This design comes from an exercise in tuning for small area and a short achievable clock period on the open sky130 flow, not from production work.
No run shown here included a check of the RTL's function; only the layout flow was run.
Power and IR drop assume default switching activity.

===== flow/config.mk =====
export PLATFORM = sky130hd
export DESIGN_NAME = sysarray_flat
export DESIGN_NICKNAME = sysarray_flat
export VERILOG_FILES = /design/flow/design.v
export SDC_FILE = /design/flow/constraint.sdc
export NUM_CORES = 4
export LEC_CHECK = 0
export CAP_MARGIN = 20
export CORE_MARGIN = 2
export CORE_UTILIZATION = 40
export CTS_BUF_LIST = sky130_fd_sc_hd__clkbuf_4 sky130_fd_sc_hd__clkbuf_8
export SETUP_SLACK_MARGIN = 1.0
export SLEW_MARGIN = 20
export SYNTH_HIERARCHICAL = 1
export SYNTH_MINIMUM_KEEP_SIZE = 0

===== flow/standard.sh =====
#!/bin/bash
# synth_recipe.tcl (not shown) runs the flow's synth.tcl, then flattens the netlist and writes it again
# the make line also repeats each setting of config.mk as NAME=value (left out here)
make -C /OpenROAD-flow-scripts/flow DESIGN_CONFIG=/design/flow/config.mk WORK_HOME=/design/flow/orfs CLKGATE_MAP_FILE= SYNTH_SCRIPT=/design/flow/synth_recipe.tcl "${@:-finish}"

===== flow/design.v =====
`default_nettype none
`timescale 1ns/1ns
module pe (
    input  logic        clk,
    input  logic        rst,
    input  logic        clr,
    input  logic [7:0]  a_in,
    input  logic [7:0]  b_in,
    output logic [17:0] acc_out
);
    logic [17:0] rx, ry, sum;
    logic pp0_0;
    logic pp0_1;
    logic pp0_2;
    logic pp0_3;
    logic pp0_4;
    logic pp0_5;
    logic pp0_6;
    logic pp0_7;
    logic pp1_0;
    logic pp1_1;
    logic pp1_2;
    logic pp1_3;
    logic pp1_4;
    logic pp1_5;
    logic pp1_6;
    logic pp1_7;
    logic pp2_0;
    logic pp2_1;
    logic pp2_2;
    logic pp2_3;
    logic pp2_4;
    logic pp2_5;
    logic pp2_6;
    logic pp2_7;
    logic pp3_0;
    logic pp3_1;
    logic pp3_2;
    logic pp3_3;
    logic pp3_4;
    logic pp3_5;
    logic pp3_6;
    logic pp3_7;
    logic pp4_0;
    logic pp4_1;
    logic pp4_2;
    logic pp4_3;
    logic pp4_4;
    logic pp4_5;
    logic pp4_6;
    logic pp4_7;
    logic pp5_0;
    logic pp5_1;
    logic pp5_2;
    logic pp5_3;
    logic pp5_4;
    logic pp5_5;
    logic pp5_6;
    logic pp5_7;
    logic pp6_0;
    logic pp6_1;
    logic pp6_2;
    logic pp6_3;
    logic pp6_4;
    logic pp6_5;
    logic pp6_6;
    logic pp6_7;
    logic pp7_0;
    logic pp7_1;
    logic pp7_2;
    logic pp7_3;
    logic pp7_4;
    logic pp7_5;
    logic pp7_6;
    logic pp7_7;
    logic ha_s0;
    logic ha_c0;
    logic fa_s0;
    logic fa_c0;
    logic ha_s1;
    logic ha_c1;
    logic fa_s1;
    logic fa_c1;
    logic fa_s2;
    logic fa_c2;
    logic ha_s2;
    logic ha_c2;
    logic fa1_s0;
    logic fa1_c0;
    logic fa_s3;
    logic fa_c3;
    logic fa_s4;
    logic fa_c4;
    logic fa_s5;
    logic fa_c5;
    logic fa_s6;
    logic fa_c6;
    logic fa_s7;
    logic fa_c7;
    logic ha_s3;
    logic ha_c3;
    logic fa_s8;
    logic fa_c8;
    logic ha_s4;
    logic ha_c4;
    logic fa_s9;
    logic fa_c9;
    logic fa_s10;
    logic fa_c10;
    logic fa_s11;
    logic fa_c11;
    logic fa_s12;
    logic fa_c12;
    logic fa_s13;
    logic fa_c13;
    logic fa_s14;
    logic fa_c14;
    logic fa_s15;
    logic fa_c15;
    logic fa_s16;
    logic fa_c16;
    logic fa_s17;
    logic fa_c17;
    logic fa_s18;
    logic fa_c18;
    logic fa_s19;
    logic fa_c19;
    logic fa_s20;
    logic fa_c20;
    logic fa_s21;
    logic fa_c21;
    logic fa_s22;
    logic fa_c22;
    logic fa_s23;
    logic fa_c23;
    logic ha_s5;
    logic ha_c5;
    logic fa_s24;
    logic fa_c24;
    logic fa_s25;
    logic fa_c25;
    logic fa_s26;
    logic fa_c26;
    logic fa_s27;
    logic fa_c27;
    logic fa_s28;
    logic fa_c28;
    logic fa_s29;
    logic fa_c29;
    logic fa_s30;
    logic fa_c30;
    logic fa_s31;
    logic fa_c31;
    logic fa_s32;
    logic fa_c32;
    logic fa_s33;
    logic fa_c33;
    logic fa_s34;
    logic fa_c34;
    logic ha_s6;
    logic ha_c6;
    logic fa_s35;
    logic fa_c35;
    logic fa_s36;
    logic fa_c36;
    logic fa_s37;
    logic fa_c37;
    logic fa_s38;
    logic fa_c38;
    logic fa_s39;
    logic fa_c39;
    logic fa_s40;
    logic fa_c40;
    logic fa_s41;
    logic fa_c41;
    logic fa_s42;
    logic fa_c42;
    logic fa_s43;
    logic fa_c43;
    logic fa_s44;
    logic fa_c44;
    logic fa_s45;
    logic fa_c45;
    logic fa_s46;
    logic fa_c46;
    logic fa_s47;
    logic fa_c47;
    logic inv_s0;
    logic inv_c0;
    logic inv_s1;
    logic inv_c1;
    logic inv_s2;
    logic inv_c2;
    logic cpc0;
    logic cpc1;
    logic cpc2;
    logic cpc3;
    logic pp_p4;
    logic pp_g4;
    logic pp_p5;
    logic pp_g5;
    logic pp_p6;
    logic pp_g6;
    logic pp_p7;
    logic pp_g7;
    logic pp_p8;
    logic pp_g8;
    logic pp_p9;
    logic pp_g9;
    logic pp_p10;
    logic pp_g10;
    logic pp_p11;
    logic pp_g11;
    logic pp_p12;
    logic pp_g12;
    logic pp_p13;
    logic pp_g13;
    logic pp_p14;
    logic pp_g14;
    logic pp_p15;
    logic pp_g15;
    logic pp_p16;
    logic pp_g16;
    logic pp_p17;
    logic pp_g17;
    logic pg1;
    logic pg2;
    logic pq3;
    logic pg4;
    logic pq5;
    logic pg6;
    logic pq7;
    logic pg8;
    logic pq9;
    logic pg10;
    logic pq11;
    logic pg12;
    logic pq13;
    logic pn14;
    logic pg15;
    logic pg16;
    logic pn17;
    logic pg18;
    logic pn19;
    logic pq20;
    logic pg21;
    logic pq22;
    logic pn23;
    logic pg24;
    logic pn25;
    logic pq26;
    logic pg27;
    logic pq28;
    logic pg29;
    logic pn30;
    logic pg31;
    logic pn32;
    logic pg33;
    logic pg34;
    logic pg35;
    logic pq36;
    logic pn37;
    logic pg38;
    logic pn39;
    logic pq40;
    logic pn41;
    logic pg42;
    logic pg43;
    logic pg44;
    logic pn45;
    logic pg46;
    logic pg47;
    logic pn48;
    logic pg49;
    assign pp0_0 = a_in[0] & b_in[0];
    assign pp0_1 = a_in[0] & b_in[1];
    assign pp0_2 = a_in[0] & b_in[2];
    assign pp0_3 = a_in[0] & b_in[3];
    assign pp0_4 = a_in[0] & b_in[4];
    assign pp0_5 = a_in[0] & b_in[5];
    assign pp0_6 = a_in[0] & b_in[6];
    assign pp0_7 = ~(a_in[0] & b_in[7]);
    assign pp1_0 = a_in[1] & b_in[0];
    assign pp1_1 = a_in[1] & b_in[1];
    assign pp1_2 = a_in[1] & b_in[2];
    assign pp1_3 = a_in[1] & b_in[3];
    assign pp1_4 = a_in[1] & b_in[4];
    assign pp1_5 = a_in[1] & b_in[5];
    assign pp1_6 = a_in[1] & b_in[6];
    assign pp1_7 = ~(a_in[1] & b_in[7]);
    assign pp2_0 = a_in[2] & b_in[0];
    assign pp2_1 = a_in[2] & b_in[1];
    assign pp2_2 = a_in[2] & b_in[2];
    assign pp2_3 = a_in[2] & b_in[3];
    assign pp2_4 = a_in[2] & b_in[4];
    assign pp2_5 = a_in[2] & b_in[5];
    assign pp2_6 = a_in[2] & b_in[6];
    assign pp2_7 = ~(a_in[2] & b_in[7]);
    assign pp3_0 = a_in[3] & b_in[0];
    assign pp3_1 = a_in[3] & b_in[1];
    assign pp3_2 = a_in[3] & b_in[2];
    assign pp3_3 = a_in[3] & b_in[3];
    assign pp3_4 = a_in[3] & b_in[4];
    assign pp3_5 = a_in[3] & b_in[5];
    assign pp3_6 = a_in[3] & b_in[6];
    assign pp3_7 = ~(a_in[3] & b_in[7]);
    assign pp4_0 = a_in[4] & b_in[0];
    assign pp4_1 = a_in[4] & b_in[1];
    assign pp4_2 = a_in[4] & b_in[2];
    assign pp4_3 = a_in[4] & b_in[3];
    assign pp4_4 = a_in[4] & b_in[4];
    assign pp4_5 = a_in[4] & b_in[5];
    assign pp4_6 = a_in[4] & b_in[6];
    assign pp4_7 = ~(a_in[4] & b_in[7]);
    assign pp5_0 = a_in[5] & b_in[0];
    assign pp5_1 = a_in[5] & b_in[1];
    assign pp5_2 = a_in[5] & b_in[2];
    assign pp5_3 = a_in[5] & b_in[3];
    assign pp5_4 = a_in[5] & b_in[4];
    assign pp5_5 = a_in[5] & b_in[5];
    assign pp5_6 = a_in[5] & b_in[6];
    assign pp5_7 = ~(a_in[5] & b_in[7]);
    assign pp6_0 = a_in[6] & b_in[0];
    assign pp6_1 = a_in[6] & b_in[1];
    assign pp6_2 = a_in[6] & b_in[2];
    assign pp6_3 = a_in[6] & b_in[3];
    assign pp6_4 = a_in[6] & b_in[4];
    assign pp6_5 = a_in[6] & b_in[5];
    assign pp6_6 = a_in[6] & b_in[6];
    assign pp6_7 = ~(a_in[6] & b_in[7]);
    assign pp7_0 = ~(a_in[7] & b_in[0]);
    assign pp7_1 = ~(a_in[7] & b_in[1]);
    assign pp7_2 = ~(a_in[7] & b_in[2]);
    assign pp7_3 = ~(a_in[7] & b_in[3]);
    assign pp7_4 = ~(a_in[7] & b_in[4]);
    assign pp7_5 = ~(a_in[7] & b_in[5]);
    assign pp7_6 = ~(a_in[7] & b_in[6]);
    assign pp7_7 = a_in[7] & b_in[7];
    ha u_ha_s0 (.x(acc_out[5]), .y(pp0_5), .s(ha_s0), .c(ha_c0));
    fa u_fa_s0 (.x(pp1_5), .y(acc_out[6]), .z(pp0_6), .s(fa_s0), .c(fa_c0));
    ha u_ha_s1 (.x(pp2_4), .y(pp3_3), .s(ha_s1), .c(ha_c1));
    fa u_fa_s1 (.x(pp1_6), .y(acc_out[7]), .z(pp0_7), .s(fa_s1), .c(fa_c1));
    fa u_fa_s2 (.x(pp4_3), .y(pp2_5), .z(pp3_4), .s(fa_s2), .c(fa_c2));
    ha u_ha_s2 (.x(pp5_2), .y(pp6_1), .s(ha_s2), .c(ha_c2));
    assign fa1_s0 = ~(acc_out[8] ^ pp1_7);
    assign fa1_c0 = acc_out[8] | pp1_7;
    fa u_fa_s3 (.x(pp4_4), .y(pp2_6), .z(pp3_5), .s(fa_s3), .c(fa_c3));
    fa u_fa_s4 (.x(pp7_1), .y(pp5_3), .z(pp6_2), .s(fa_s4), .c(fa_c4));
    fa u_fa_s5 (.x(pp3_6), .y(acc_out[9]), .z(pp2_7), .s(fa_s5), .c(fa_c5));
    fa u_fa_s6 (.x(pp6_3), .y(pp4_5), .z(pp5_4), .s(fa_s6), .c(fa_c6));
    fa u_fa_s7 (.x(pp4_6), .y(acc_out[10]), .z(pp3_7), .s(fa_s7), .c(fa_c7));
    ha u_ha_s3 (.x(acc_out[3]), .y(pp0_3), .s(ha_s3), .c(ha_c3));
    fa u_fa_s8 (.x(pp1_3), .y(acc_out[4]), .z(pp0_4), .s(fa_s8), .c(fa_c8));
    ha u_ha_s4 (.x(pp2_2), .y(pp3_1), .s(ha_s4), .c(ha_c4));
    fa u_fa_s9 (.x(pp3_2), .y(pp1_4), .z(pp2_3), .s(fa_s9), .c(fa_c9));
    fa u_fa_s10 (.x(ha_s0), .y(pp4_1), .z(pp5_0), .s(fa_s10), .c(fa_c10));
    fa u_fa_s11 (.x(pp6_0), .y(pp4_2), .z(pp5_1), .s(fa_s11), .c(fa_c11));
    fa u_fa_s12 (.x(fa_s0), .y(ha_c0), .z(ha_s1), .s(fa_s12), .c(fa_c12));
    fa u_fa_s13 (.x(ha_s2), .y(pp7_0), .z(ha_c1), .s(fa_s13), .c(fa_c13));
    fa u_fa_s14 (.x(fa_s2), .y(fa_c0), .z(fa_s1), .s(fa_s14), .c(fa_c14));
    fa u_fa_s15 (.x(fa_c1), .y(ha_c2), .z(fa1_s0), .s(fa_s15), .c(fa_c15));
    fa u_fa_s16 (.x(fa_s4), .y(fa_c2), .z(fa_s3), .s(fa_s16), .c(fa_c16));
    fa u_fa_s17 (.x(fa_c3), .y(pp7_2), .z(fa1_c0), .s(fa_s17), .c(fa_c17));
    fa u_fa_s18 (.x(fa_s6), .y(fa_c4), .z(fa_s5), .s(fa_s18), .c(fa_c18));
    fa u_fa_s19 (.x(pp7_3), .y(pp5_5), .z(pp6_4), .s(fa_s19), .c(fa_c19));
    fa u_fa_s20 (.x(fa_s7), .y(fa_c5), .z(fa_c6), .s(fa_s20), .c(fa_c20));
    fa u_fa_s21 (.x(pp5_6), .y(acc_out[11]), .z(pp4_7), .s(fa_s21), .c(fa_c21));
    fa u_fa_s22 (.x(fa_c7), .y(pp6_5), .z(pp7_4), .s(fa_s22), .c(fa_c22));
    fa u_fa_s23 (.x(pp6_6), .y(acc_out[12]), .z(pp5_7), .s(fa_s23), .c(fa_c23));
    ha u_ha_s5 (.x(acc_out[2]), .y(pp0_2), .s(ha_s5), .c(ha_c5));
    fa u_fa_s24 (.x(pp3_0), .y(pp1_2), .z(pp2_1), .s(fa_s24), .c(fa_c24));
    fa u_fa_s25 (.x(ha_s4), .y(pp4_0), .z(ha_c3), .s(fa_s25), .c(fa_c25));
    fa u_fa_s26 (.x(fa_s9), .y(ha_c4), .z(fa_c8), .s(fa_s26), .c(fa_c26));
    fa u_fa_s27 (.x(fa_c10), .y(fa_c9), .z(fa_s11), .s(fa_s27), .c(fa_c27));
    fa u_fa_s28 (.x(fa_c12), .y(fa_c11), .z(fa_s13), .s(fa_s28), .c(fa_c28));
    fa u_fa_s29 (.x(fa_s15), .y(fa_c13), .z(fa_c14), .s(fa_s29), .c(fa_c29));
    fa u_fa_s30 (.x(fa_s17), .y(fa_c15), .z(fa_c16), .s(fa_s30), .c(fa_c30));
    fa u_fa_s31 (.x(fa_c18), .y(fa_s19), .z(fa_c17), .s(fa_s31), .c(fa_c31));
    fa u_fa_s32 (.x(fa_c20), .y(fa_c19), .z(fa_s21), .s(fa_s32), .c(fa_c32));
    fa u_fa_s33 (.x(fa_s23), .y(pp7_5), .z(fa_c21), .s(fa_s33), .c(fa_c33));
    fa u_fa_s34 (.x(pp7_6), .y(acc_out[13]), .z(pp6_7), .s(fa_s34), .c(fa_c34));
    ha u_ha_s6 (.x(acc_out[1]), .y(pp0_1), .s(ha_s6), .c(ha_c6));
    fa u_fa_s35 (.x(ha_s5), .y(pp1_1), .z(pp2_0), .s(fa_s35), .c(fa_c35));
    fa u_fa_s36 (.x(fa_s24), .y(ha_c5), .z(ha_s3), .s(fa_s36), .c(fa_c36));
    fa u_fa_s37 (.x(fa_s25), .y(fa_c24), .z(fa_s8), .s(fa_s37), .c(fa_c37));
    fa u_fa_s38 (.x(fa_s26), .y(fa_c25), .z(fa_s10), .s(fa_s38), .c(fa_c38));
    fa u_fa_s39 (.x(fa_s27), .y(fa_c26), .z(fa_s12), .s(fa_s39), .c(fa_c39));
    fa u_fa_s40 (.x(fa_s28), .y(fa_s14), .z(fa_c27), .s(fa_s40), .c(fa_c40));
    fa u_fa_s41 (.x(fa_s29), .y(fa_s16), .z(fa_c28), .s(fa_s41), .c(fa_c41));
    fa u_fa_s42 (.x(fa_s30), .y(fa_s18), .z(fa_c29), .s(fa_s42), .c(fa_c42));
    fa u_fa_s43 (.x(fa_s31), .y(fa_s20), .z(fa_c30), .s(fa_s43), .c(fa_c43));
    fa u_fa_s44 (.x(fa_s32), .y(fa_s22), .z(fa_c31), .s(fa_s44), .c(fa_c44));
    fa u_fa_s45 (.x(fa_c32), .y(fa_c22), .z(fa_s33), .s(fa_s45), .c(fa_c45));
    fa u_fa_s46 (.x(fa_c33), .y(fa_c23), .z(fa_s34), .s(fa_s46), .c(fa_c46));
    fa u_fa_s47 (.x(fa_c34), .y(acc_out[14]), .z(pp7_7), .s(fa_s47), .c(fa_c47));
    assign inv_s0 = ~acc_out[15];
    assign inv_c0 = acc_out[15];
    assign inv_s1 = ~acc_out[16];
    assign inv_c1 = acc_out[16];
    assign inv_s2 = ~acc_out[17];
    assign inv_c2 = acc_out[17];
    assign rx = {inv_c1, inv_c0, inv_s0, fa_s47, fa_s46, fa_c44, fa_c43, fa_c42, fa_c41, fa_c40, fa_c39, fa_c38, fa_c37, fa_c36, fa_c35, ha_c6, pp1_0, acc_out[0]};
    assign ry = {inv_s2, inv_s1, fa_c47, fa_c46, fa_c45, fa_s45, fa_s44, fa_s43, fa_s42, fa_s41, fa_s40, fa_s39, fa_s38, fa_s37, fa_s36, fa_s35, ha_s6, pp0_0};
    ha u_cpa0 (.x(acc_out[0]), .y(pp0_0), .s(sum[0]), .c(cpc0));
    fa u_cpa1 (.x(cpc0), .y(pp1_0), .z(ha_s6), .s(sum[1]), .c(cpc1));
    fa u_cpa2 (.x(cpc1), .y(ha_c6), .z(fa_s35), .s(sum[2]), .c(cpc2));
    fa u_cpa3 (.x(cpc2), .y(fa_c35), .z(fa_s36), .s(sum[3]), .c(cpc3));
    ha u_hpg4 (.x(fa_c36), .y(fa_s37), .s(pp_p4), .c(pp_g4));
    ha u_hpg5 (.x(fa_c37), .y(fa_s38), .s(pp_p5), .c(pp_g5));
    ha u_hpg6 (.x(fa_c38), .y(fa_s39), .s(pp_p6), .c(pp_g6));
    ha u_hpg7 (.x(fa_c39), .y(fa_s40), .s(pp_p7), .c(pp_g7));
    ha u_hpg8 (.x(fa_c40), .y(fa_s41), .s(pp_p8), .c(pp_g8));
    ha u_hpg9 (.x(fa_c41), .y(fa_s42), .s(pp_p9), .c(pp_g9));
    ha u_hpg10 (.x(fa_c42), .y(fa_s43), .s(pp_p10), .c(pp_g10));
    ha u_hpg11 (.x(fa_c43), .y(fa_s44), .s(pp_p11), .c(pp_g11));
    ha u_hpg12 (.x(fa_c44), .y(fa_s45), .s(pp_p12), .c(pp_g12));
    ha u_hpg13 (.x(fa_s46), .y(fa_c45), .s(pp_p13), .c(pp_g13));
    ha u_hpg14 (.x(fa_s47), .y(fa_c46), .s(pp_p14), .c(pp_g14));
    ha u_hpg15 (.x(inv_s0), .y(fa_c47), .s(pp_p15), .c(pp_g15));
    ha u_hpg16 (.x(inv_c0), .y(inv_s1), .s(pp_p16), .c(pp_g16));
    ha u_hpg17 (.x(inv_c1), .y(inv_s2), .s(pp_p17), .c(pp_g17));
    paoi u_pg1 (.g1(pp_g4), .p1(pp_p4), .g0(cpc3), .y(pg1));
    paoi u_pg2 (.g1(pp_g6), .p1(pp_p6), .g0(pp_g5), .y(pg2));
    pnand u_pq3 (.a(pp_p6), .b(pp_p5), .y(pq3));
    paoi u_pg4 (.g1(pp_g8), .p1(pp_p8), .g0(pp_g7), .y(pg4));
    pnand u_pq5 (.a(pp_p8), .b(pp_p7), .y(pq5));
    paoi u_pg6 (.g1(pp_g10), .p1(pp_p10), .g0(pp_g9), .y(pg6));
    pnand u_pq7 (.a(pp_p10), .b(pp_p9), .y(pq7));
    paoi u_pg8 (.g1(pp_g12), .p1(pp_p12), .g0(pp_g11), .y(pg8));
    pnand u_pq9 (.a(pp_p12), .b(pp_p11), .y(pq9));
    paoi u_pg10 (.g1(pp_g14), .p1(pp_p14), .g0(pp_g13), .y(pg10));
    pnand u_pq11 (.a(pp_p14), .b(pp_p13), .y(pq11));
    paoi u_pg12 (.g1(pp_g16), .p1(pp_p16), .g0(pp_g15), .y(pg12));
    pnand u_pq13 (.a(pp_p16), .b(pp_p15), .y(pq13));
    pinv u_pn14 (.a(pg1), .y(pn14));
    paoi u_pg15 (.g1(pp_g5), .p1(pp_p5), .g0(pn14), .y(pg15));
    poai u_pg16 (.g1(pg2), .p1(pq3), .g0(pg1), .y(pg16));
    pinv u_pn17 (.a(pg4), .y(pn17));
    paoi u_pg18 (.g1(pp_g9), .p1(pp_p9), .g0(pn17), .y(pg18));
    pinv u_pn19 (.a(pq5), .y(pn19));
    pnand u_pq20 (.a(pp_p9), .b(pn19), .y(pq20));
    poai u_pg21 (.g1(pg6), .p1(pq7), .g0(pg4), .y(pg21));
    pnor u_pq22 (.a(pq7), .b(pq5), .y(pq22));
    pinv u_pn23 (.a(pg8), .y(pn23));
    paoi u_pg24 (.g1(pp_g13), .p1(pp_p13), .g0(pn23), .y(pg24));
    pinv u_pn25 (.a(pq9), .y(pn25));
    pnand u_pq26 (.a(pp_p13), .b(pn25), .y(pq26));
    poai u_pg27 (.g1(pg10), .p1(pq11), .g0(pg8), .y(pg27));
    pnor u_pq28 (.a(pq11), .b(pq9), .y(pq28));
    paoi u_pg29 (.g1(pp_g7), .p1(pp_p7), .g0(pg16), .y(pg29));
    pinv u_pn30 (.a(pg16), .y(pn30));
    poai u_pg31 (.g1(pg4), .p1(pq5), .g0(pn30), .y(pg31));
    pinv u_pn32 (.a(pg16), .y(pn32));
    poai u_pg33 (.g1(pg18), .p1(pq20), .g0(pn32), .y(pg33));
    paoi u_pg34 (.g1(pg21), .p1(pq22), .g0(pg16), .y(pg34));
    paoi u_pg35 (.g1(pp_g15), .p1(pp_p15), .g0(pg27), .y(pg35));
    pnand u_pq36 (.a(pp_p15), .b(pq28), .y(pq36));
    pinv u_pn37 (.a(pg27), .y(pn37));
    poai u_pg38 (.g1(pg12), .p1(pq13), .g0(pn37), .y(pg38));
    pinv u_pn39 (.a(pq28), .y(pn39));
    pnor u_pq40 (.a(pq13), .b(pn39), .y(pq40));
    pinv u_pn41 (.a(pg34), .y(pn41));
    paoi u_pg42 (.g1(pp_g11), .p1(pp_p11), .g0(pn41), .y(pg42));
    poai u_pg43 (.g1(pg8), .p1(pq9), .g0(pg34), .y(pg43));
    poai u_pg44 (.g1(pg24), .p1(pq26), .g0(pg34), .y(pg44));
    pinv u_pn45 (.a(pg34), .y(pn45));
    paoi u_pg46 (.g1(pg27), .p1(pq28), .g0(pn45), .y(pg46));
    poai u_pg47 (.g1(pg35), .p1(pq36), .g0(pg34), .y(pg47));
    pinv u_pn48 (.a(pg34), .y(pn48));
    paoi u_pg49 (.g1(pg38), .p1(pq40), .g0(pn48), .y(pg49));
    assign sum[4] = pp_p4 ^ cpc3;
    assign sum[5] = ~(pp_p5 ^ pg1);
    assign sum[6] = ~(pp_p6 ^ pg15);
    assign sum[7] = pp_p7 ^ pg16;
    assign sum[8] = ~(pp_p8 ^ pg29);
    assign sum[9] = pp_p9 ^ pg31;
    assign sum[10] = pp_p10 ^ pg33;
    assign sum[11] = ~(pp_p11 ^ pg34);
    assign sum[12] = ~(pp_p12 ^ pg42);
    assign sum[13] = pp_p13 ^ pg43;
    assign sum[14] = pp_p14 ^ pg44;
    assign sum[15] = ~(pp_p15 ^ pg46);
    assign sum[16] = pp_p16 ^ pg47;
    assign sum[17] = ~(pp_p17 ^ pg49);
    always_ff @(posedge clk) begin
        if (rst || clr) acc_out <= '0;
        else            acc_out <= sum;
    end
endmodule
module fa (
    input  logic x,
    input  logic y,
    input  logic z,
    output logic s,
    output logic c
);
    assign s = x ^ y ^ z;
    assign c = (x & y) | (x & z) | (y & z);
endmodule
module bsel (
    input  logic one,
    input  logic two,
    input  logic neg,
    input  logic x,
    input  logic y,
    output logic p
);
    assign p = ((one & x) | (two & y)) ^ neg;
endmodule
module bseln (
    input  logic one,
    input  logic two,
    input  logic neg,
    input  logic x,
    input  logic y,
    output logic p
);
    assign p = ~(((one & x) | (two & y)) ^ neg);
endmodule
module paoi (input logic g1, input logic p1, input logic g0, output logic y);
    assign y = ~(g1 | (p1 & g0));
endmodule
module poai (input logic g1, input logic p1, input logic g0, output logic y);
    assign y = ~(g1 & (p1 | g0));
endmodule
module pnand (input logic a, input logic b, output logic y);
    assign y = ~(a & b);
endmodule
module pnor (input logic a, input logic b, output logic y);
    assign y = ~(a | b);
endmodule
module pinv (input logic a, output logic y);
    assign y = ~a;
endmodule
module ha (
    input  logic x,
    input  logic y,
    output logic s,
    output logic c
);
    assign s = x ^ y;
    assign c = x & y;
endmodule
`default_nettype none
`timescale 1ns/1ns
module sysarray (
    input  logic               clk,
    input  logic               rst,
    input  logic               clr,
    input  logic [2:0][7:0]    left,
    input  logic [2:0][7:0]    top,
    output logic [8:0][17:0]   out
);
    logic [2:0][2:0][7:0] a_in;   
    logic [2:0][2:0][7:0] b_in;   
    genvar r, c;
    generate
        for (r = 0; r < 3; r++) begin : g_row
            assign a_in[r][0] = left[r];
            assign b_in[0][r] = top[r];
            for (c = 0; c < 3; c++) begin : g_col
                if (c < 2) begin : g_hop
                    logic [7:0] a_q, b_q;
                    always_ff @(posedge clk) begin
                        if (rst) begin
                            a_q <= '0;
                            b_q <= '0;
                        end else begin
                            a_q <= a_in[r][c];
                            b_q <= b_in[c][r];
                        end
                    end
                    assign a_in[r][c+1] = a_q;
                    assign b_in[c+1][r] = b_q;
                end
                pe u_pe (
                    .clk(clk),
                    .rst(rst),
                    .clr(clr),
                    .a_in(a_in[r][c]),
                    .b_in(b_in[r][c]),
                    .acc_out(out[3*r+c])
                );
            end
        end
    endgenerate
endmodule
`default_nettype none
`timescale 1ns/1ns
module sysarray_flat (
    input  wire         clk,
    input  wire         rst,
    input  wire         clr,
    input  wire [23:0]  a_left,
    input  wire [23:0]  b_top,
    output wire [161:0] acc_out
);
    sysarray u_arr (
        .clk(clk),
        .rst(rst),
        .clr(clr),
        .left(a_left),
        .top(b_top),
        .out(acc_out)
    );
endmodule

===== flow/flow/run.sh =====
#!/bin/bash
# The standard layout, with every port buffered by the smallest buffer
# (sky130_fd_sc_hd__buf_1) rather than the cell buffer_ports picks by itself;
# repair_design and repair_timing resize them afterwards where needed.
set -euo pipefail
export BUFFER_PORTS_ARGS="-buffer_cell sky130_fd_sc_hd__buf_1"
bash standard.sh > standard.log 2>&1

===== flow/constraint.sdc =====
create_clock -name core_clock -period 5.0 [get_ports {clk}]
set_input_delay 1.0000 -clock core_clock [delete_from_list [all_inputs] [get_ports {clk}]]
set_output_delay 1.0000 -clock core_clock [all_outputs]
set_load 0.01 [all_outputs]

==> results of run 1 <==
[per-module statistics from Yosys (local to each module, per instance), a selection]
module	cell area, um2	flip-flops and latches	cells inside	times used
sysarray	2600	96	202	1
pe	1020	18	129	9
fa	20.0	0	1	459
ha	12.5	0	1	198
paoi	8.76	0	1	144
poai	5.00	0	1	81
pinv	3.75	0	1	108
[worst reg2reg max path, stage by stage (launching register included)]
cell,delay [ns]
dfxtp_1,0.46
and2_1,0.20
fa_1,0.44
fa_1,0.42
fa_1,0.53
fa_1,0.41
ha_1,0.39
nand2_1,0.09
nor2_1,0.14
a21oi_2,0.07
buf_4,0.18
o21ai_1,0.18
xnor2_1,0.14
nor2_1,0.05
[path summary, 6_finish.rpt]
check	from	endpoint	depth (start not counted)
max	a_left[6]	u_arr.g_row[0].g_col[0].u_pe.acc_out[13]$_SDFF_PP0_	14
min	u_arr.g_row[2].g_col[0].g_hop.a_q[1]$_SDFF_PP0_	u_arr.g_row[2].g_col[1].g_hop.a_q[1]$_SDFF_PP0_	1
max reg2reg	u_arr.g_row[2].g_col[1].g_hop.a_q[6]$_SDFF_PP0_	u_arr.g_row[2].g_col[2].u_pe.acc_out[16]$_SDFF_PP0_	13
min reg2reg	u_arr.g_row[2].g_col[0].g_hop.a_q[1]$_SDFF_PP0_	u_arr.g_row[2].g_col[1].g_hop.a_q[1]$_SDFF_PP0_	1
[cells in the mapped netlist]
library cell,n
buf_6,22
nor2_1,153
clkbuf_1,9
o21ai_1,81
dfxtp_1,258
and2_1,495
a21oi_2,144
nor2_2,9
nor2b_1,96
nand2_1,198
fa_1,459
xor2_1,63
buf_4,28
ha_1,207
inv_1,162
or2_1,9
buf_2,5
xnor2_1,63
[logic make-up after synthesis]
kind of cell | Yosys count
AOI/OAI and AO/OA | 225
xor gates and xnor gates | 126
adders and majority gates | 666
buffers and inverters | 226
DFF | 258
and+or+nand+nor | 960
[state kept, by name, indices dropped and copies added (netlist names)]
| name | flops |
|---|---|
| u_arr.g_row.g_col.g_hop.a_q | 48 |
| u_arr.g_row.g_col.u_pe.acc_out | 162 |
| u_arr.g_row.g_col.g_hop.b_q | 48 |
[timing repair]
action / in CTS / in global routing
hold buffers: 0 / 0
setup endpoints to repair: 47 / 58
pin swaps: 1 / 19
gates cloned: 0 / 0
resized for setup: 67 / 159
setup buffers: 4 / 8
[layer usage]
metal | global-route usage (%) | up-vias | share of wire [%]
li1 | - | 8154 | -
met4 | 6.04 | 2 | 2.6
met1 | 24.9 | 8979 | 42
met3 | 4.12 | 114 | 4.9
met5 | 0 | - | 0.011
met2 | 35.2 | 350 | 51
[power breakdown]
part | switching (uW) | internal [uW] | total [uW]
Clock | 1030 | 1570 | 2600
Sequential | 360 | 2400 | 2760
Combinational | 5580 | 4710 | 10300
[cell type report]
type	instances	share of cell area [%]
multi-input cells	1977	68.3
flip-flops and latches	258	17.8
repair buffers	253	4.04
clock buffers	92	3.95
well taps	855	3.59
inverters	162	2.04
clock inverters	5	0.252
diodes	4	0.0336
[per-stage QoR]
step | worst slack, ns | std cells | hold slack, ns | power [uW] | area [um2]
3_5_place_dp | 0.117 | 3493 | 0.568 | 12300 | 27800
4_1_cts | 0.998 | 3594 | 0.542 | 15200 | 29200
6_report | 1.03 | 3606 | 0.526 | 15700 | 29800
5_1_grt | 0.954 | 3605 | 0.550 | 17200 | 29800
3_3_place_gp | 0.186 | 3493 | 0.555 | 12000 | 27800
2_1_floorplan | 0.841 | 2461 | 0.436 | 10600 | 26200
==> impl_metrics.json, run 1 <==
{
  "synth_area_per_cell_um2": 10.6,
  "crit_chain": "buf_6 -> and2_4 -> fa_1 -> fa_2 -> fa_1 -> fa_1 -> ha_4 -> a21oi_4 -> o21ai_2 -> a21oi_4 -> buf_4 -> o21ai_1 -> xnor2_1 -> nor2_1",
  "maxCapViolations": 0,
  "vdd_ir_drop_max_mv": 0.574,
  "synthesis.area_um2": 26000,
  "finClkSkew_ns": 0.0212,
  "synth.mux.area_fraction_pct": 0,
  "crit_family": "adder cells",
  "num_rows": 93,
  "ant_nets": 0,
  "clk_path_buf_depth": 3,
  "die-area_um2": 67000,
  "layout_commonest_cell": "and2_1",
  "ff_latch_area_um2": 5310,
  "tns_ns": 0,
  "start_util_pct": 40.4,
  "synth_adder_area_share_pct": 45.4,
  "die_h_um": 259,
  "max_stage_delay_ns": 0.58,
  "synth_top_cell_area_share_pct": 35.4,
  "status": "complete, no violations",
  "cts_inserted_buffers": 54,
  "r2r_setup_slack_ns": 1.17,
  "start_kind": "primary input",
  "p_per_area_nw_per_um2": 525,
  "slew_headroom_pct": 47.0,
  "synth_top_family_by_area": "adder cells",
  "hpwl_um": 51400,
  "crit_arrival_ns": 4.48,
  "port_buffers": 212,
  "fin_util_pct": 46.3,
  "grt_usage_pct": 20.1,
  "avgViaCountPerCell": 4.88,
  "final_nets": 3423,
  "crit_slowest_cell": "fa_1",
  "fin_crit_sh_pct": 79.4,
  "post-synth-top-area-cell": "fa_1",
  "drive_gt1_share_pct": 18.3,
  "clkLatencyLatePin_ns": 0.65,
  "root_buffer": "clkbuf_8",
  "hold_class": "reg2reg",
  "worstMarginPinSlew_ns": 0.795,
  "p_leak_uw": 0.0131,
  "area_delta_synth_final_pct": 14.8,
  "min_period_ns": 3.97,
  "synth_compound_area_share_pct": 6.42,
  "place_congestion": 0.862,
  "setup_viol": 0,
  "hold_viol": 0,
  "cts_tree": "done",
  "htree_levels": 2,
  "multi_input_area_um2": 20400,
  "synth-seq-cells": 258,
  "fp.dieW_um": 259,
  "drt-pass1-iter-count": 5,
  "final_cell_mix": "479 x and2_1, 431 x fa_1, 192 x nand2_1",
  "seq_area_frac_synth_pct": 19.9,
  "crit_type": "in2reg",
  "drc": 0,
  "cp-end-kind": "flop",
  "ys_types": 18,
  "grt.overflow.total": 0,
  "antenna_found_initial": 4,
  "synth-xor-area-share_pct": 4.25,
  "avgRoutedWirePerCell_um": 18.1,
  "ys_warn_count": 8,
  "num-fill-cells": 5993,
  "drt-total-wl_um": 65400,
  "synth_nets": 3178,
  "num_vias": 17600,
  "crit_buf_inv": 2,
  "grt_pass1_wl_um": 106000,
  "clk_pin_slew_worst_paths_ns": 0.07,
  "pin_count": 213,
  "path_max_fanout": 6,
  "fmax_ghz": 0.252,
  "synth_area_leaders": "fa_1 35%, dfxtp_1 20%, and2_1 12%, ha_1 10%, a21oi_2 4.9%",
  "slew_viol_final": 0,
  "required_ns": 5.51,
  "rsz0062_at_grt": "true",
  "drt_iter0_drc": 719,
  "cts.sinks": 258,
  "grt_max_degree": 52,
  "crit_path_frequent_cell": "fa_1",
  "first_global_vias": 19900,
  "core_area_um2": 64300,
  "synthSimpleGateAreaFrac_pct": 19.7,
  "netlist_instances": 2461
}
==> inputs of run 2 (changes only) <==
--- a/flow/config.mk
+++ b/flow/config.mk
@@ -10,5 +10,5 @@
 export CORE_UTILIZATION = 40
 export CTS_BUF_LIST = sky130_fd_sc_hd__clkbuf_4 sky130_fd_sc_hd__clkbuf_8
-export SETUP_SLACK_MARGIN = 1.0
+export SETUP_SLACK_MARGIN = 1.2
 export SLEW_MARGIN = 20
 export SYNTH_HIERARCHICAL = 1
==> run 2 against run 1 <==
Effect of this change:
- worst setup slack better by 0.032 ns
- routed wire length rose by 1.3%
- synthesized area stayed put
- non-clock buffer count up 61
- hold slack gained 0.0052 ns
- final cell count grew 1.7%
- critical path type unchanged
- fmax is 0.80% higher
- clock power barely moved
==> impl_metrics.json, run 2 <==
{
  "status": "complete, no violations",
  "pin_count": 213,
  "num_rows": 93,
  "tns_ns": 0,
  "synth_most_common_cell": "and2_1",
  "final_nets": 3485,
  "clk_path_buf_depth": 3,
  "first_global_vias": 19900,
  "cp-end-kind": "flop",
  "synth_top_cell_area_share_pct": 35.4,
  "avgViaCountPerCell": 4.83,
  "reg_top3": "u_arr.g_row.g_col.u_pe.acc_out: 162 flops, u_arr.g_row.g_col.g_hop.a_q: 48 flops, u_arr.g_row.g_col.g_hop.b_q: 48 flops",
  "synthesis.area_um2": 26000,
  "antenna_found_initial": 3,
  "grt.overflow.total": 0,
  "fmax_ghz": 0.254,
  "min_period_ns": 3.94,
  "ant_nets": 0,
  "slew_headroom_pct": 55.0,
  "drt-total-wl_um": 66200,
  "synthArstFlopShare_pct": 0,
  "hp-start": "u_arr.g_row[1].g_col[0].g_hop.a_q[5]$_SDFF_PP0_",
  "drc": 0,
  "holdPathEnd": "u_arr.g_row[1].g_col[1].g_hop.a_q[5]$_SDFF_PP0_",
  "rsz0062_at_grt": "true",
  "crit_family": "adder cells",
  "avgRoutedWirePerCell_um": 18.1,
  "crit_slowest_cell": "fa_1",
  "post-synth-top-area-cell": "fa_1",
  "max_flop_register": "u_arr.g_row.g_col.u_pe.acc_out",
  "crit_arrival_ns": 4.44,
  "num_vias": 17700,
  "setup_viol": 0,
  "drt-pass1-iter-count": 5,
  "start_util_pct": 40.4,
  "worstMarginPinSlew_ns": 0.675,
  "ff_latch_area_um2": 5400,
  "core_area_um2": 64300,
  "crit_cells": 14,
  "fin_crit_sh_pct": 78.8,
  "fp.dieW_um": 259,
  "grt_max_degree": 47,
  "crit_chain": "buf_2 -> and2_1 -> fa_2 -> fa_1 -> fa_1 -> fa_1 -> ha_4 -> a21oi_2 -> o21ai_2 -> a21oi_4 -> buf_4 -> o21ai_1 -> xnor2_1 -> nor2_1",
  "crit_path_frequent_cell": "fa_1",
  "ys_types": 18,
  "max_stage_delay_ns": 0.57,
  "final_cell_mix": "446 x and2_1, 373 x fa_1, 180 x nand2_1",
  "synth_edf_count": 0,
  "port_buffers": 212,
  "cts_tree": "done",
  "crit_buf_inv": 2,
  "cts_inserted_buffers": 55,
  "maxCapViolations": 0,
  "p_per_area_nw_per_um2": 536,
  "vdd_ir_drop_max_mv": 0.753,
  "synth-seq-cells": 258,
  "die_h_um": 259,
  "grt_pass1_wl_um": 106000,
  "synth_common_cells": "495 x and2_1, 459 x fa_1, 258 x dfxtp_1",
  "synth_area_leaders": "fa_1 35%, dfxtp_1 20%, and2_1 12%, ha_1 10%, a21oi_2 4.9%",
  "clk_pin_slew_worst_paths_ns": 0.05,
  "cts.sinks": 258,
  "htree_levels": 2,
  "seq_area_frac_synth_pct": 19.9,
  "area_delta_synth_final_pct": 20.7,
  "num-fill-cells": 5797,
  "p_leak_uw": 0.0135,
  "r2r_end": "u_arr.g_row[1].g_col[2].u_pe.acc_out[15]$_SDFF_PP0_",
  "netlist_instances": 2461,
  "grt_usage_pct": 20.1,
  "whs_path_depth": 1,
  "layout_commonest_cell": "and2_1",
  "clkLatencyLatePin_ns": 0.65,
  "ys_warn_count": 8,
  "fin_util_pct": 48.7,
  "hold_viol": 0,
  "required_ns": 5.50,
  "synthFlopType": "dfxtp_1",
  "drive_gt1_share_pct": 27.0,
  "crit_type": "in2reg",
  "die-area_um2": 67000,
  "start_kind": "primary input",
  "largest_reg_flops": 162,
  "hpwl_um": 50900,
  "reg2reg_depth": 14,
  "finClkSkew_ns": 0.0316,
  "multi_input_area_um2": 21200,
  "r2r_setup_slack_ns": 1.22,
  "root_buffer": "clkbuf_8",
  "synth_nets": 3178,
  "synth_area_per_cell_um2": 10.6,
  "place_congestion": 0.866,
  "slew_viol_final": 0,
  "path_max_fanout": 6,
  "drt_iter0_drc": 675,
  "hold_class": "reg2reg",
  "worstReg2RegStart": "u_arr.g_row[2].g_col[0].g_hop.b_q[6]$_SDFF_PP0_"
}
==> run 2: changes by cell type in the layout (fill, tap and decap cells not counted), moves of 22 or more <==
cell / change
fa_1: -58
o21ai_1: -22
fa_2: +58
and2_4: +33
inv_1: -23
dfxtp_4: +28
buf_4: +63
inv_2: +22
and2_1: -33
==> run 2: final cells by class <==
cell class	instances	share of cell area [%]
Sequential cell	258	17.2
Inverter	162	1.95
Tap cell	855	3.41
Multi-Input combinational cell	1977	67.5
Antenna cell	3	0.0240
Clock inverter	12	0.451
Clock buffer	85	3.51
Timing Repair Buffer	314	5.87
==> run 2: worst max path at each step <==
stage / startpoint / end / slack [ns]
floorplan: a_left[1] / u_arr.g_row[0].g_col[0].u_pe.acc_out[15]$_SDFF_PP0_ / 0.84
global placement: b_top[20] / u_arr.g_row[0].g_col[2].u_pe.acc_out[17]$_SDFF_PP0_ / 0.17
detailed placement: a_left[16] / u_arr.g_row[2].g_col[0].u_pe.acc_out[15]$_SDFF_PP0_ / 0.12
CTS: b_top[6] / u_arr.g_row[0].g_col[0].u_pe.acc_out[17]$_SDFF_PP0_ / 1.19
global route: u_arr.g_row[1].g_col[1].g_hop.a_q[1]$_SDFF_PP0_ / u_arr.g_row[1].g_col[2].u_pe.acc_out[15]$_SDFF_PP0_ / 1.03
finish: b_top[6] / u_arr.g_row[0].g_col[0].u_pe.acc_out[13]$_SDFF_PP0_ / 1.06
==> run 2: cells by family (layout without fill, tap and decap cells) <==
logic type | after synthesis | count (layout) | synth area share [%]
XOR/XNOR | 126 | 126 | 4.25
AO/OA/AOI/OAI | 225 | 225 | 6.42
flip-flops | 258 | 258 | 19.9
other | 0 | 3 | 0
AND/OR/NAND/NOR | 960 | 960 | 19.7
buffers and inverters | 226 | 573 | 4.33
adder cells (fa/ha/maj) | 666 | 666 | 45.4
==> run 2: metal layers <==
layer	vias to the layer above	part of all wire (%)	track usage, %
met3	88	4.6	4.18
met4	0	2.3	5.38
met5	-	0	0
met2	336	51	35.0
li1	8290	-	-
met1	8977	42	25.2
==> run 2: modules after synthesis (local to each module, per instance), a selection <==
module,copies in the design,flip-flops and latches
fa,459,0
ha,198,0
paoi,144,0
pe,9,18
pinv,108,0
pnand,81,0
pnor,27,0
poai,81,0
sysarray,1,96
==> run 2: what timing repair did <==
action,CTS,global route
endpoints found under the hold margin,0,0
setup buffers,18,56
gates resized for setup,220,293
hold buffers,0,0
setup endpoints to repair,67,64
pin swaps,53,148
==> run 2: per-stage QoR <==
step	instances	cell area (um2)	hold WS (ns)	power (uW)	setup slack, ns
finish	3666	31300	0.531	16800	1.06
global route	3666	31300	0.548	18300	1.03
CTS	3607	29900	0.539	15700	1.19
detailed placement	3492	27900	0.569	12300	0.123
global placement	3492	27900	0.549	12000	0.171
floorplan	2461	26300	0.436	10600	0.841
==> run 2: worst register-to-register path: stages, from the launching register on <==
cell	delay [ns]
dfxtp_4	0.38
and2_1	0.18
fa_1	0.46
fa_1	0.52
fa_1	0.43
fa_1	0.55
ha_4	0.23
nand2_1	0.12
o21ai_2	0.09
a21oi_2	0.12
buf_6	0.17
inv_1	0.07
a21oi_2	0.14
xor2_1	0.16
nor2_1	0.05
==> run 2: report_power, final <==
group | internal (uW) | switching [uW] | leakage (uW)
combinational | 5370 | 6120 | 0.0107
clock | 1540 | 1020 | 0.000657
sequential | 2390 | 352 | 0.00216
==> inputs of run 3 (changes only) <==
--- a/flow/design.v
+++ b/flow/design.v
@@ -237,40 +237,65 @@
     logic pg12;
     logic pq13;
-    logic pn14;
-    logic pg15;
+    logic pg14;
+    logic pq15;
     logic pg16;
-    logic pn17;
+    logic pq17;
     logic pg18;
-    logic pn19;
-    logic pq20;
-    logic pg21;
-    logic pq22;
-    logic pn23;
+    logic pq19;
+    logic pg20;
+    logic pq21;
+    logic pg22;
+    logic pq23;
     logic pg24;
-    logic pn25;
-    logic pq26;
+    logic pq25;
+    logic pn26;
     logic pg27;
-    logic pq28;
+    logic pg28;
     logic pg29;
-    logic pn30;
+    logic pq30;
     logic pg31;
-    logic pn32;
+    logic pq32;
     logic pg33;
-    logic pg34;
+    logic pq34;
     logic pg35;
     logic pq36;
-    logic pn37;
-    logic pg38;
-    logic pn39;
+    logic pg37;
+    logic pq38;
+    logic pg39;
     logic pq40;
-    logic pn41;
-    logic pg42;
+    logic pg41;
+    logic pq42;
     logic pg43;
-    logic pg44;
-    logic pn45;
-    logic pg46;
+    logic pq44;
+    logic pg45;
+    logic pq46;
     logic pg47;
-    logic pn48;
+    logic pq48;
     logic pg49;
+    logic pn50;
+    logic pg51;
+    logic pg52;
+    logic pg53;
+    logic pg54;
+    logic pq55;
+    logic pg56;
+    logic pq57;
+    logic pg58;
+    logic pq59;
+    logic pg60;
+    logic pq61;
+    logic pg62;
+    logic pq63;
+    logic pg64;
+    logic pq65;
+    logic pn66;
+    logic pg67;
+    logic pg68;
+    logic pn69;
+    logic pg70;
+    logic pn71;
+    logic pg72;
+    logic pg73;
+    logic pg74;
     assign pp0_0 = a_in[0] & b_in[0];
     assign pp0_1 = a_in[0] & b_in[1];
@@ -421,66 +446,91 @@
     ha u_hpg17 (.x(inv_c1), .y(inv_s2), .s(pp_p17), .c(pp_g17));
     paoi u_pg1 (.g1(pp_g4), .p1(pp_p4), .g0(cpc3), .y(pg1));
-    paoi u_pg2 (.g1(pp_g6), .p1(pp_p6), .g0(pp_g5), .y(pg2));
-    pnand u_pq3 (.a(pp_p6), .b(pp_p5), .y(pq3));
-    paoi u_pg4 (.g1(pp_g8), .p1(pp_p8), .g0(pp_g7), .y(pg4));
-    pnand u_pq5 (.a(pp_p8), .b(pp_p7), .y(pq5));
-    paoi u_pg6 (.g1(pp_g10), .p1(pp_p10), .g0(pp_g9), .y(pg6));
-    pnand u_pq7 (.a(pp_p10), .b(pp_p9), .y(pq7));
-    paoi u_pg8 (.g1(pp_g12), .p1(pp_p12), .g0(pp_g11), .y(pg8));
-    pnand u_pq9 (.a(pp_p12), .b(pp_p11), .y(pq9));
-    paoi u_pg10 (.g1(pp_g14), .p1(pp_p14), .g0(pp_g13), .y(pg10));
-    pnand u_pq11 (.a(pp_p14), .b(pp_p13), .y(pq11));
-    paoi u_pg12 (.g1(pp_g16), .p1(pp_p16), .g0(pp_g15), .y(pg12));
-    pnand u_pq13 (.a(pp_p16), .b(pp_p15), .y(pq13));
-    pinv u_pn14 (.a(pg1), .y(pn14));
-    paoi u_pg15 (.g1(pp_g5), .p1(pp_p5), .g0(pn14), .y(pg15));
-    poai u_pg16 (.g1(pg2), .p1(pq3), .g0(pg1), .y(pg16));
-    pinv u_pn17 (.a(pg4), .y(pn17));
-    paoi u_pg18 (.g1(pp_g9), .p1(pp_p9), .g0(pn17), .y(pg18));
-    pinv u_pn19 (.a(pq5), .y(pn19));
-    pnand u_pq20 (.a(pp_p9), .b(pn19), .y(pq20));
-    poai u_pg21 (.g1(pg6), .p1(pq7), .g0(pg4), .y(pg21));
-    pnor u_pq22 (.a(pq7), .b(pq5), .y(pq22));
-    pinv u_pn23 (.a(pg8), .y(pn23));
-    paoi u_pg24 (.g1(pp_g13), .p1(pp_p13), .g0(pn23), .y(pg24));
-    pinv u_pn25 (.a(pq9), .y(pn25));
-    pnand u_pq26 (.a(pp_p13), .b(pn25), .y(pq26));
-    poai u_pg27 (.g1(pg10), .p1(pq11), .g0(pg8), .y(pg27));
-    pnor u_pq28 (.a(pq11), .b(pq9), .y(pq28));
-    paoi u_pg29 (.g1(pp_g7), .p1(pp_p7), .g0(pg16), .y(pg29));
-    pinv u_pn30 (.a(pg16), .y(pn30));
-    poai u_pg31 (.g1(pg4), .p1(pq5), .g0(pn30), .y(pg31));
-    pinv u_pn32 (.a(pg16), .y(pn32));
-    poai u_pg33 (.g1(pg18), .p1(pq20), .g0(pn32), .y(pg33));
-    paoi u_pg34 (.g1(pg21), .p1(pq22), .g0(pg16), .y(pg34));
-    paoi u_pg35 (.g1(pp_g15), .p1(pp_p15), .g0(pg27), .y(pg35));
-    pnand u_pq36 (.a(pp_p15), .b(pq28), .y(pq36));
-    pinv u_pn37 (.a(pg27), .y(pn37));
-    poai u_pg38 (.g1(pg12), .p1(pq13), .g0(pn37), .y(pg38));
-    pinv u_pn39 (.a(pq28), .y(pn39));
-    pnor u_pq40 (.a(pq13), .b(pn39), .y(pq40));
-    pinv u_pn41 (.a(pg34), .y(pn41));
-    paoi u_pg42 (.g1(pp_g11), .p1(pp_p11), .g0(pn41), .y(pg42));
-    poai u_pg43 (.g1(pg8), .p1(pq9), .g0(pg34), .y(pg43));
-    poai u_pg44 (.g1(pg24), .p1(pq26), .g0(pg34), .y(pg44));
-    pinv u_pn45 (.a(pg34), .y(pn45));
-    paoi u_pg46 (.g1(pg27), .p1(pq28), .g0(pn45), .y(pg46));
-    poai u_pg47 (.g1(pg35), .p1(pq36), .g0(pg34), .y(pg47));
-    pinv u_pn48 (.a(pg34), .y(pn48));
-    paoi u_pg49 (.g1(pg38), .p1(pq40), .g0(pn48), .y(pg49));
+    paoi u_pg2 (.g1(pp_g5), .p1(pp_p5), .g0(pp_g4), .y(pg2));
+    pnand u_pq3 (.a(pp_p5), .b(pp_p4), .y(pq3));
+    paoi u_pg4 (.g1(pp_g6), .p1(pp_p6), .g0(pp_g5), .y(pg4));
+    pnand u_pq5 (.a(pp_p6), .b(pp_p5), .y(pq5));
+    paoi u_pg6 (.g1(pp_g7), .p1(pp_p7), .g0(pp_g6), .y(pg6));
+    pnand u_pq7 (.a(pp_p7), .b(pp_p6), .y(pq7));
+    paoi u_pg8 (.g1(pp_g8), .p1(pp_p8), .g0(pp_g7), .y(pg8));
+    pnand u_pq9 (.a(pp_p8), .b(pp_p7), .y(pq9));
+    paoi u_pg10 (.g1(pp_g9), .p1(pp_p9), .g0(pp_g8), .y(pg10));
+    pnand u_pq11 (.a(pp_p9), .b(pp_p8), .y(pq11));
+    paoi u_pg12 (.g1(pp_g10), .p1(pp_p10), .g0(pp_g9), .y(pg12));
+    pnand u_pq13 (.a(pp_p10), .b(pp_p9), .y(pq13));
+    paoi u_pg14 (.g1(pp_g11), .p1(pp_p11), .g0(pp_g10), .y(pg14));
+    pnand u_pq15 (.a(pp_p11), .b(pp_p10), .y(pq15));
+    paoi u_pg16 (.g1(pp_g12), .p1(pp_p12), .g0(pp_g11), .y(pg16));
+    pnand u_pq17 (.a(pp_p12), .b(pp_p11), .y(pq17));
+    paoi u_pg18 (.g1(pp_g13), .p1(pp_p13), .g0(pp_g12), .y(pg18));
+    pnand u_pq19 (.a(pp_p13), .b(pp_p12), .y(pq19));
+    paoi u_pg20 (.g1(pp_g14), .p1(pp_p14), .g0(pp_g13), .y(pg20));
+    pnand u_pq21 (.a(pp_p14), .b(pp_p13), .y(pq21));
+    paoi u_pg22 (.g1(pp_g15), .p1(pp_p15), .g0(pp_g14), .y(pg22));
+    pnand u_pq23 (.a(pp_p15), .b(pp_p14), .y(pq23));
+    paoi u_pg24 (.g1(pp_g16), .p1(pp_p16), .g0(pp_g15), .y(pg24));
+    pnand u_pq25 (.a(pp_p16), .b(pp_p15), .y(pq25));
+    pinv u_pn26 (.a(cpc3), .y(pn26));
+    poai u_pg27 (.g1(pg2), .p1(pq3), .g0(pn26), .y(pg27));
+    poai u_pg28 (.g1(pg4), .p1(pq5), .g0(pg1), .y(pg28));
+    poai u_pg29 (.g1(pg6), .p1(pq7), .g0(pg2), .y(pg29));
+    pnor u_pq30 (.a(pq7), .b(pq3), .y(pq30));
+    poai u_pg31 (.g1(pg8), .p1(pq9), .g0(pg4), .y(pg31));
+    pnor u_pq32 (.a(pq9), .b(pq5), .y(pq32));
+    poai u_pg33 (.g1(pg10), .p1(pq11), .g0(pg6), .y(pg33));
+    pnor u_pq34 (.a(pq11), .b(pq7), .y(pq34));
+    poai u_pg35 (.g1(pg12), .p1(pq13), .g0(pg8), .y(pg35));
+    pnor u_pq36 (.a(pq13), .b(pq9), .y(pq36));
+    poai u_pg37 (.g1(pg14), .p1(pq15), .g0(pg10), .y(pg37));
+    pnor u_pq38 (.a(pq15), .b(pq11), .y(pq38));
+    poai u_pg39 (.g1(pg16), .p1(pq17), .g0(pg12), .y(pg39));
+    pnor u_pq40 (.a(pq17), .b(pq13), .y(pq40));
+    poai u_pg41 (.g1(pg18), .p1(pq19), .g0(pg14), .y(pg41));
+    pnor u_pq42 (.a(pq19), .b(pq15), .y(pq42));
+    poai u_pg43 (.g1(pg20), .p1(pq21), .g0(pg16), .y(pg43));
+    pnor u_pq44 (.a(pq21), .b(pq17), .y(pq44));
+    poai u_pg45 (.g1(pg22), .p1(pq23), .g0(pg18), .y(pg45));
+    pnor u_pq46 (.a(pq23), .b(pq19), .y(pq46));
+    poai u_pg47 (.g1(pg24), .p1(pq25), .g0(pg20), .y(pg47));
+    pnor u_pq48 (.a(pq25), .b(pq21), .y(pq48));
+    paoi u_pg49 (.g1(pg29), .p1(pq30), .g0(cpc3), .y(pg49));
+    pinv u_pn50 (.a(pg1), .y(pn50));
+    paoi u_pg51 (.g1(pg31), .p1(pq32), .g0(pn50), .y(pg51));
+    paoi u_pg52 (.g1(pg33), .p1(pq34), .g0(pg27), .y(pg52));
+    paoi u_pg53 (.g1(pg35), .p1(pq36), .g0(pg28), .y(pg53));
+    paoi u_pg54 (.g1(pg37), .p1(pq38), .g0(pg29), .y(pg54));
+    pnand u_pq55 (.a(pq38), .b(pq30), .y(pq55));
+    paoi u_pg56 (.g1(pg39), .p1(pq40), .g0(pg31), .y(pg56));
+    pnand u_pq57 (.a(pq40), .b(pq32), .y(pq57));
+    paoi u_pg58 (.g1(pg41), .p1(pq42), .g0(pg33), .y(pg58));
+    pnand u_pq59 (.a(pq42), .b(pq34), .y(pq59));
+    paoi u_pg60 (.g1(pg43), .p1(pq44), .g0(pg35), .y(pg60));
+    pnand u_pq61 (.a(pq44), .b(pq36), .y(pq61));
+    paoi u_pg62 (.g1(pg45), .p1(pq46), .g0(pg37), .y(pg62));
+    pnand u_pq63 (.a(pq46), .b(pq38), .y(pq63));
+    paoi u_pg64 (.g1(pg47), .p1(pq48), .g0(pg39), .y(pg64));
+    pnand u_pq65 (.a(pq48), .b(pq40), .y(pq65));
+    pinv u_pn66 (.a(cpc3), .y(pn66));
+    poai u_pg67 (.g1(pg54), .p1(pq55), .g0(pn66), .y(pg67));
+    poai u_pg68 (.g1(pg56), .p1(pq57), .g0(pg1), .y(pg68));
+    pinv u_pn69 (.a(pg27), .y(pn69));
+    poai u_pg70 (.g1(pg58), .p1(pq59), .g0(pn69), .y(pg70));
+    pinv u_pn71 (.a(pg28), .y(pn71));
+    poai u_pg72 (.g1(pg60), .p1(pq61), .g0(pn71), .y(pg72));
+    poai u_pg73 (.g1(pg62), .p1(pq63), .g0(pg49), .y(pg73));
+    poai u_pg74 (.g1(pg64), .p1(pq65), .g0(pg51), .y(pg74));
     assign sum[4] = pp_p4 ^ cpc3;
     assign sum[5] = ~(pp_p5 ^ pg1);
-    assign sum[6] = ~(pp_p6 ^ pg15);
-    assign sum[7] = pp_p7 ^ pg16;
-    assign sum[8] = ~(pp_p8 ^ pg29);
-    assign sum[9] = pp_p9 ^ pg31;
-    assign sum[10] = pp_p10 ^ pg33;
-    assign sum[11] = ~(pp_p11 ^ pg34);
-    assign sum[12] = ~(pp_p12 ^ pg42);
-    assign sum[13] = pp_p13 ^ pg43;
-    assign sum[14] = pp_p14 ^ pg44;
-    assign sum[15] = ~(pp_p15 ^ pg46);
-    assign sum[16] = pp_p16 ^ pg47;
-    assign sum[17] = ~(pp_p17 ^ pg49);
+    assign sum[6] = pp_p6 ^ pg27;
+    assign sum[7] = pp_p7 ^ pg28;
+    assign sum[8] = ~(pp_p8 ^ pg49);
+    assign sum[9] = ~(pp_p9 ^ pg51);
+    assign sum[10] = ~(pp_p10 ^ pg52);
+    assign sum[11] = ~(pp_p11 ^ pg53);
+    assign sum[12] = pp_p12 ^ pg67;
+    assign sum[13] = pp_p13 ^ pg68;
+    assign sum[14] = pp_p14 ^ pg70;
+    assign sum[15] = pp_p15 ^ pg72;
+    assign sum[16] = pp_p16 ^ pg73;
+    assign sum[17] = pp_p17 ^ pg74;
     always_ff @(posedge clk) begin
         if (rst || clr) acc_out <= '0;
--- a/flow/config.mk
+++ b/flow/config.mk
@@ -10,5 +10,5 @@
 export CORE_UTILIZATION = 40
 export CTS_BUF_LIST = sky130_fd_sc_hd__clkbuf_4 sky130_fd_sc_hd__clkbuf_8
-export SETUP_SLACK_MARGIN = 1.2
+export SETUP_SLACK_MARGIN = 1.0
 export SLEW_MARGIN = 20
 export SYNTH_HIERARCHICAL = 1
==> run 3 against run 2 <==
Effect of this change:
- synthesized area up 4.9%
- register-to-register slack worse by 0.06 ns
- sequential power about the same
- via count up 8.1%
- clock skew up 0.0028 ns
- global-route usage up 1.1 points
- critical path depth down 1
- clock power down 2%
==> impl_metrics.json, run 3 <==
{
  "hold_viol": 0,
  "synth_top_family_by_area": "adder cells",
  "crit_path_frequent_cell": "fa_1",
  "synth_area_per_cell_um2": 10.1,
  "final_nets": 3624,
  "finClkSkew_ns": 0.0343,
  "synth_most_common_cell": "and2_1",
  "antenna_found_initial": 4,
  "root_buffer": "clkbuf_8",
  "synth-xor-area-share_pct": 4.05,
  "num_rows": 95,
  "clk_pin_slew_worst_paths_ns": 0.07,
  "drt_iter0_drc": 858,
  "start_kind": "primary input",
  "rsz0062_at_grt": "true",
  "grt_usage_pct": 21.2,
  "r2r_setup_slack_ns": 1.16,
  "grt_max_degree": 47,
  "fp.dieW_um": 265,
  "htree_levels": 2,
  "max_flop_register": "u_arr.g_row.g_col.u_pe.acc_out",
  "synthesis.area_um2": 27200,
  "vdd_ir_drop_max_mv": 0.472,
  "tns_ns": 0,
  "grt.overflow.total": 0,
  "path_max_fanout": 9,
  "fin_crit_sh_pct": 77.7,
  "core_area_um2": 67300,
  "status": "complete, no violations",
  "grtUsageMet2_pct": 36.6,
  "ys_warn_count": 8,
  "area_delta_synth_final_pct": 13.5,
  "netlist_instances": 2686,
  "post-synth-top-area-cell": "fa_1",
  "placed_area_um2": 29600,
  "synth_adder_area_share_pct": 43.3,
  "synth_edf_count": 0,
  "use_met1_pct": 27.3,
  "avgRoutedWirePerCell_um": 18.6,
  "clk_path_buf_depth": 3,
  "die_h_um": 265,
  "die-area_um2": 70200,
  "synthSimpleGateAreaFrac_pct": 20.8,
  "crit_chain": "buf_1 -> and2_1 -> fa_1 -> fa_1 -> fa_1 -> fa_1 -> ha_4 -> a21oi_2 -> o21ai_2 -> a21oi_2 -> o21ai_1 -> xnor2_1 -> nor2_1",
  "slew_headroom_pct": 38.4,
  "layout_commonest_cell": "and2_1",
  "seq_area_frac_synth_pct": 19.0,
  "fmax_ghz": 0.258,
  "largest_reg_flops": 162,
  "ant_nets": 0,
  "avgViaCountPerCell": 5.00,
  "max_stage_delay_ns": 0.51,
  "grt_pass1_wl_um": 118000,
  "fin_util_pct": 45.9,
  "p_leak_uw": 0.0128,
  "ys_types": 18,
  "first_global_vias": 21900,
  "post_cts_buffers": 0,
  "synth_top_cell_area_share_pct": 33.7,
  "start_util_pct": 40.5,
  "cts.sinks": 258,
  "crit_type": "in2reg",
  "final_area_um2": 30900,
  "cts_tree": "done",
  "maxCapViolations": 0,
  "required_ns": 5.52,
  "pin_count": 213,
  "cp-end-kind": "flop",
  "drc": 0,
  "p_per_area_nw_per_um2": 586,
  "synthFlopType": "dfxtp_1",
  "reg_top3": "u_arr.g_row.g_col.u_pe.acc_out: 162 flops, u_arr.g_row.g_col.g_hop.a_q: 48 flops, u_arr.g_row.g_col.g_hop.b_q: 48 flops",
  "setup_viol": 0,
  "port_buffers": 212,
  "synth-seq-cells": 258,
  "final_cell_mix": "493 x and2_1, 437 x fa_1, 255 x nand2_1",
  "drt-total-wl_um": 71300,
  "place_congestion": 0.905,
  "min_period_ns": 3.88,
  "hold_slack_ns": 0.512,
  "clkLatencyLatePin_ns": 0.67,
  "crit_arrival_ns": 4.41,
  "drt-pass1-iter-count": 5,
  "crit_slowest_cell": "fa_1",
  "synth.mux.area_fraction_pct": 0,
  "busiest_layer": "met2",
  "synth_common_cells": "495 x and2_1, 459 x fa_1, 279 x nand2_1",
  "synth_area_leaders": "fa_1 34%, dfxtp_1 19%, and2_1 11%, ha_1 9.5%, a21oi_2 6.7%",
  "synth_compound_area_share_pct": 9.64,
  "cts_inserted_buffers": 53,
  "grt_util_met3_pct": 3.74,
  "drive_gt1_share_pct": 19.1,
  "synthArstFlopShare_pct": 0,
  "num_vias": 19100,
  "slew_viol_final": 0,
  "hpwl_um": 58300,
  "worstMarginPinSlew_ns": 0.925,
  "hold_class": "reg2reg",
  "p_total_uw": 18100,
  "synth_nets": 3403
}
## run 3: Yosys stat by module (local to each module, per instance), excerpt
module,cells inside,copies in the design
fa,1,459
ha,1,198
paoi,1,207
pe,129,9
pinv,1,45
pnand,1,162
pnor,1,90
poai,1,162
sysarray,202,1
## run 3: per-layer routing
layer	part of all wire (%)	routed length, um	up-vias
met5	0.052	37	-
met4	2.3	1640	6
met3	4.5	3190	97
met2	50	35400	374
met1	43	31000	9635
li1	-	-	9015
## run 3: kinds of logic after synthesis
group | after synthesis
adder cells (fa/ha/maj) | 666
XOR/XNOR | 126
AND/OR/NAND/NOR | 1104
buffers and inverters | 163
AO/OA/AOI/OAI | 369
flip-flops | 258
## run 3: critical path, delay by kind of cell
| family | cells | cell delay, ns |
|---|---|---|
| and+or+nand+nor | 2 | 0.27 |
| AOI/OAI and AO/OA | 4 | 0.53 |
| xor gates and xnor gates | 1 | 0.19 |
| buffers and inverters | 1 | 0.33 |
| adders and majority gates | 5 | 2.07 |
## run 3: area by class of cell
type	count	area (um2)
clock inverters	14	161
multi-input cells	2265	22000
inverters	99	372
clock buffers	83	1030
well taps	873	1090
flip-flops and latches	258	5250
fillers	6450	36400
repair buffers	230	971
diodes	1	2.50
## run 3: path summary, 6_finish.rpt
kind,start,to,cells past startpoint
setup / recovery,b_top[11],u_arr.g_row[0].g_col[1].u_pe.acc_out[13]$_SDFF_PP0_,13
hold / removal,u_arr.g_row[1].g_col[0].g_hop.a_q[1]$_SDFF_PP0_,u_arr.g_row[1].g_col[1].g_hop.a_q[1]$_SDFF_PP0_,1
setup reg to reg,u_arr.g_row[2].g_col[0].g_hop.b_q[5]$_SDFF_PP0_,u_arr.g_row[1].g_col[2].u_pe.acc_out[13]$_SDFF_PP0_,12
hold reg to reg,u_arr.g_row[1].g_col[0].g_hop.a_q[1]$_SDFF_PP0_,u_arr.g_row[1].g_col[1].g_hop.a_q[1]$_SDFF_PP0_,1
## run 3: through the flow
step	setup WS, ns	cells
floorplan	0.980	2686
global placement	0.323	3725
detailed placement	0.317	3725
CTS	0.999	3822
global route	0.998	3823
finish	1.12	3823
## run 3: where the power goes
group	internal [uW]	switching [uW]
Sequential	2410	360
Combinational	5410	7420
Clock	1460	1060
Total	9280	8840
## run 3: timing repair
| item | CTS | global route |
|---|---|---|
| gates resized for setup | 4 | 92 |
| hold buffers | 0 | 0 |
| setup endpoints to repair | 4 | 66 |

## re-timing with driven ports
The flow's constraints put no driver on any port. The routed layouts listed below were extracted and timed again, unchanged, in two steps.
Step 1 assumes that a clkbuf_16 drives the clock port and a buf_2 every other input.
Step 2, shift: input delay + t, output delay - t, t = (earliest + latest rising clock arrival at the registers) / 2. This alone moves slack from input paths to output paths.
a / b / c = no drivers / after step 1 / after step 2; a / b = the first two.
run	shift t [ns]	setup WS [ns]	worst setup path after step 2	clock arrival spread, ns
run 1	0.703	1.029 / 1.057 / 0.354	input to register	0.022 / 0.022
run 2	0.696	1.061 / 1.088 / 0.392	input to register	0.033 / 0.034
run 3	0.715	1.117 / 1.156 / 0.441	input to register	0.034 / 0.034
After both steps setup and hold are still met in every run listed. For run 3, which loses most, drivers alone change the setup slack by +0.039 ns; drivers and shift together by -0.676 ns.
